Context: an optimization exercise on an open-source flow, tuned for small area, a short achievable clock period and few clock cycles. The choices shown serve that exercise and are no tape-out recipe. Function was checked by simulation only, so behaviour that the tests miss may differ from the original. Power figures rest on the tool's default switching activity, not on a simulated workload.

== v30 ==
Design top, start of the top module:
module top(
input clk,
input reset,
input start,
input signed [1:0] wrdata,
input signed [15:0] b12_wrdata,
input signed [15:0] b23_wrdata,
input [4:0] wr_b12addr,
input [8:0] wraddr,
input [3:0] wr_b23addr,
input we_data,
input we_b12,
input b23_we,
output [12:0] w12_rdaddr,
input signed [15:0] w12_rddata,
output [7:0] w23_rdaddr,
input signed [15:0] w23_rddata,
output reg done,
output reg [9:0] onehot_enc
);
==> flow/config.mk <==
export PLATFORM = sky130hd
export DESIGN_NAME = top
export DESIGN_NICKNAME = top
export VERILOG_FILES = /design/flow/design.v
export SDC_FILE = /design/flow/constraint.sdc
export NUM_CORES = 4
export LEC_CHECK = 0
export CAP_MARGIN = 20
export CORE_MARGIN = 2
export CORE_UTILIZATION = 50
export CTS_BUF_LIST = sky130_fd_sc_hd__clkbuf_16
export CTS_CLUSTER_DIAMETER = 90
export CTS_CLUSTER_SIZE = 28
export PLACE_DENSITY = 0.55
export SLEW_MARGIN = 20
==> flow/constraint.sdc <==
create_clock -name core_clock -period 10.0 [get_ports {clk}]
set_input_delay 2.0000 -clock core_clock [delete_from_list [all_inputs] [get_ports {clk}]]
set_output_delay 2.0000 -clock core_clock [all_outputs]
set_load 0.01 [all_outputs]
standard.sh (not shown) runs the stock make flow with config.mk's settings and CLKGATE_MAP_FILE= SYNTH_SCRIPT=/design/flow/synth_recipe.tcl, a recipe that flattens the netlist after the stock synthesis.
==> flow/flow/run.sh <==
#!/bin/bash
set -euo pipefail
MARGIN=7.0
sed "s/ CLKGATE_MAP_FILE= / CLKGATE_MAP_FILE= SETUP_SLACK_MARGIN=$MARGIN /" standard.sh > standard_margin.sh
grep -q "SETUP_SLACK_MARGIN=$MARGIN" standard_margin.sh
bash standard_margin.sh > standard_margin.log 2>&1
Testbench counts of v30, summed over its fixed seeds: cycles 98,484.
Input-level comparison between v6 and v30:
- swapping 28 for 26 in CTS_CLUSTER_SIZE
- swapping 0.55 for 0.6 in PLACE_DENSITY
- swapping 50 for 55 in CORE_UTILIZATION
--- a/flow/flow/run.sh
+++ b/flow/flow/run.sh
@@ -3 +3 @@
-MARGIN=7.0
+MARGIN=6.5
==> comparison <==
v30 vs v6, critical-path cell with the highest stage delay: edfxtp_1 vs mux4_2
On final worst-path setup slack: between v6 and v30, it ends up higher for v30.
Comparing v6 and v30, area of all placed cells without fillers is lower on v6.
Compared to v30, the routing of v6 uses less wire.
v6 ends up with a global-route usage that is 0.51 points higher than in v30.
Between v6 and v30, power share of the combinational group is lower for v6, v30 comes in above that.
v6 ended up with accr[9][31]$_DFF_P_ as its end of the critical path; v30 ended up with onehot_enc[8].
Relative to v6, the following input files were edited for v27:
--- a/flow/flow/run.sh
+++ b/flow/flow/run.sh
@@ -3 +3 @@
-MARGIN=6.5
+MARGIN=6.3
--- outcome ---
Number of buffers other than clock buffers in the final layout | v27 below v6
Initial antenna violation count for v27: 3 down relative to v6
v27 — time the final worst path needs with I/O delays and setup 0.26 ns higher, v6 as reference
Looking at number of cell instances on the worst register-to-register path, v27 sits 1 below v6.
v27 ended with more worst hold-check slack than v6.
v27 reports a lower placer congestion estimate than v6 does.
Going from v6 to v27, count of instances resized after the clock tree is built fell 42, fraction of the yosys area taken by sequential cells about even.
The post-detailed-placement half-perimeter wirelength in v27 sits about 0.8% below the value recorded for v6.
Simple-gate area share of the yosys netlist came out exactly the same in v6 and v27.

* * *

Starting RTL as in the previous note.
export LEC_CHECK = 0
export CAP_MARGIN = 20
export CORE_MARGIN = 2
export CORE_UTILIZATION = 55
export CTS_BUF_LIST = sky130_fd_sc_hd__clkbuf_16
export CTS_CLUSTER_DIAMETER = 90
export CTS_CLUSTER_SIZE = 26
export PLACE_DENSITY = 0.6
export SLEW_MARGIN = 20
create_clock -name core_clock -period 10.0 [get_ports {clk}]
==> flow/flow/run.sh <==
#!/bin/bash
set -euo pipefail
MARGIN=6.7
sed "s/ CLKGATE_MAP_FILE= / CLKGATE_MAP_FILE= SETUP_SLACK_MARGIN=$MARGIN /" standard.sh > standard_margin.sh
grep -q "SETUP_SLACK_MARGIN=$MARGIN" standard_margin.sh
bash standard_margin.sh > standard_margin.log 2>&1
Testbench counts at the start, summed over its fixed seeds: cycles 98,484.
Rerun with:
==> flow/flow/run.sh (replaced) <==
#!/bin/bash
set -euo pipefail
MARGIN=6.5
sed "s/ CLKGATE_MAP_FILE= / CLKGATE_MAP_FILE= SETUP_SLACK_MARGIN=$MARGIN /" standard.sh > standard_margin.sh
grep -q "SETUP_SLACK_MARGIN=$MARGIN" standard_margin.sh
bash standard_margin.sh > standard_margin.log 2>&1
CORE_UTILIZATION = 50   (was 55)
CTS_CLUSTER_SIZE = 28   (was 26)
PLACE_DENSITY = 0.55   (was 0.6)
Effect: Sequential power is about the same. Total power went down by 0.42%. Worst setup slack gets worse by 96 ps. Final cell count went up by 1.4%. Wire length stays flat. Global-route usage went down by 2.1 points. Fmax went down by 2.9%. Core utilization went down by 6.0 points.

* * *

== P ==
top, a different RTL version from the one above (not shown whole).
Size: about 4700 cells after synthesis, roughly 120 I/O pins, about 61000 sq um of cells after synthesis.
export LEC_CHECK = 0
export CAP_MARGIN = 20
export CORE_MARGIN = 2
export CORE_UTILIZATION = 55
export CTS_BUF_LIST = sky130_fd_sc_hd__clkbuf_16
export CTS_CLUSTER_DIAMETER = 90
export CTS_CLUSTER_SIZE = 26
export PLACE_DENSITY = 0.6
export SLEW_MARGIN = 20
create_clock -name core_clock -period 10.0 [get_ports {clk}]
==> flow/flow/run.sh <==
#!/bin/bash
set -euo pipefail
MARGIN=6.5
sed "s/ CLKGATE_MAP_FILE= / CLKGATE_MAP_FILE= SETUP_SLACK_MARGIN=$MARGIN /" standard.sh > standard_margin.sh
grep -q "SETUP_SLACK_MARGIN=$MARGIN" standard_margin.sh
bash standard_margin.sh > standard_margin.log 2>&1
Per the final summary, P finished and its layout is clean on timing, DRC and antenna.
Testbench counts of P, summed over its fixed seeds: cycles 98,484.
For Q, these inputs were changed with respect to P:
- CTS_CLUSTER_SIZE removed (was 26)
- PLACE_DENSITY changed from 0.6 to 0.45
- CTS_BUF_LIST removed (was sky130_fd_sc_hd__clkbuf_16)
- CORE_UTILIZATION changed from 55 to 40
- CTS_CLUSTER_DIAMETER removed (was 90)
==> flow/flow/run.sh <==
#!/bin/bash
set -euo pipefail
MARGIN=7.0
sed "s/ CLKGATE_MAP_FILE= / CLKGATE_MAP_FILE= SETUP_SLACK_MARGIN=$MARGIN /" standard.sh > standard_margin.sh
grep -q "SETUP_SLACK_MARGIN=$MARGIN" standard_margin.sh
bash standard_margin.sh > standard_margin.log 2>&1
==> results.txt <==
- Relative to P, the power consumption measured on Q has increased by more than 10%.
- On area of the die: between P and Q, it ends up higher for Q.
- Of Q and P, it is Q that has the lower critical path depth.
- Fraction of final layout cells with drive strength greater than 1 (Q over P): increase, 10 points
### Q -> R
- CTS_CLUSTER_SIZE now 26, previously not set
- PLACE_DENSITY now 0.72, was 0.45
- CTS_BUF_LIST now sky130_fd_sc_hd__clkbuf_16, previously not set
- CTS_CLUSTER_DIAMETER now 90, previously not set
- CORE_UTILIZATION now 65, was 40
==> flow/flow/run.sh <==
#!/bin/bash
set -euo pipefail
MARGIN=6.5
sed "s/ CLKGATE_MAP_FILE= / CLKGATE_MAP_FILE= SETUP_SLACK_MARGIN=$MARGIN /" standard.sh > standard_margin.sh
grep -q "SETUP_SLACK_MARGIN=$MARGIN" standard_margin.sh
bash standard_margin.sh > standard_margin.log 2>&1
--- outcome ---
Relative to Q, amount of wire on met2 after detailed routing has decreased by 15000 um in R. Core utilization: R higher than Q. R ended with less number of instances resized during post-cts repair than Q. R: initial antenna violation count is 6 lower than what Q reported. The switching portion of total power of R falls short of that of Q by 0.86 points. Q → R: minimum period implied by the final worst setup slack grew by 0.24 ns, combinational share of power lost 1.1 points, post-layout total power moved down, share of power burned in the clock network shrank by 11 points, number of clock buffers inserted by TritonCTS now sits lower.

[afterwards: timing with drivers on the ports]
The results above use ideal ports. As a check the final layouts listed here were re-extracted and re-timed, cells and wires unchanged.
Step 1 assumes that a clkbuf_16 drives the clock port and a buf_2 every other input.
Step 2 adds t to the input delays and takes it off the output delays; t is the mean of the earliest and latest rising clock arrival at the registers after step 1. Input paths then give back, and output paths get back, about the clock's delay inside the block.
Slacks: ideal / step 1 / step 2; pairs: ideal / step 1.
| run | shift t [ns] | slack for setup (ns) | worst slew at a driven data input, ns |
|---|---|---|---|
| v30 | 0.753 | 6.758 / 6.680 / 6.379 | 0.10 |
| v6 | 0.740 | 6.645 / 6.573 / 6.006 | 0.04 |
| v27 | 0.756 | 6.384 / 6.313 / 5.986 | 0.05 |
| the first run of note 2 | 0.733 | 6.751 / 6.677 / 6.116 | 0.12 |
| the second run of note 2 | 0.755 | 6.655 / 6.580 / 6.143 | 0.05 |
| P | 0.740 | 6.631 / 6.559 / 6.428 | 0.05 |
| Q | 0.867 | 6.706 / 6.623 / 6.391 | 0.05 |
| R | 0.747 | 6.466 / 6.466 / 6.100 | 0.06 |
After both steps every run listed still meets setup and hold. The setup slack of v6, which loses most, moves by -0.072 ns with the drivers and by -0.639 ns with both steps.
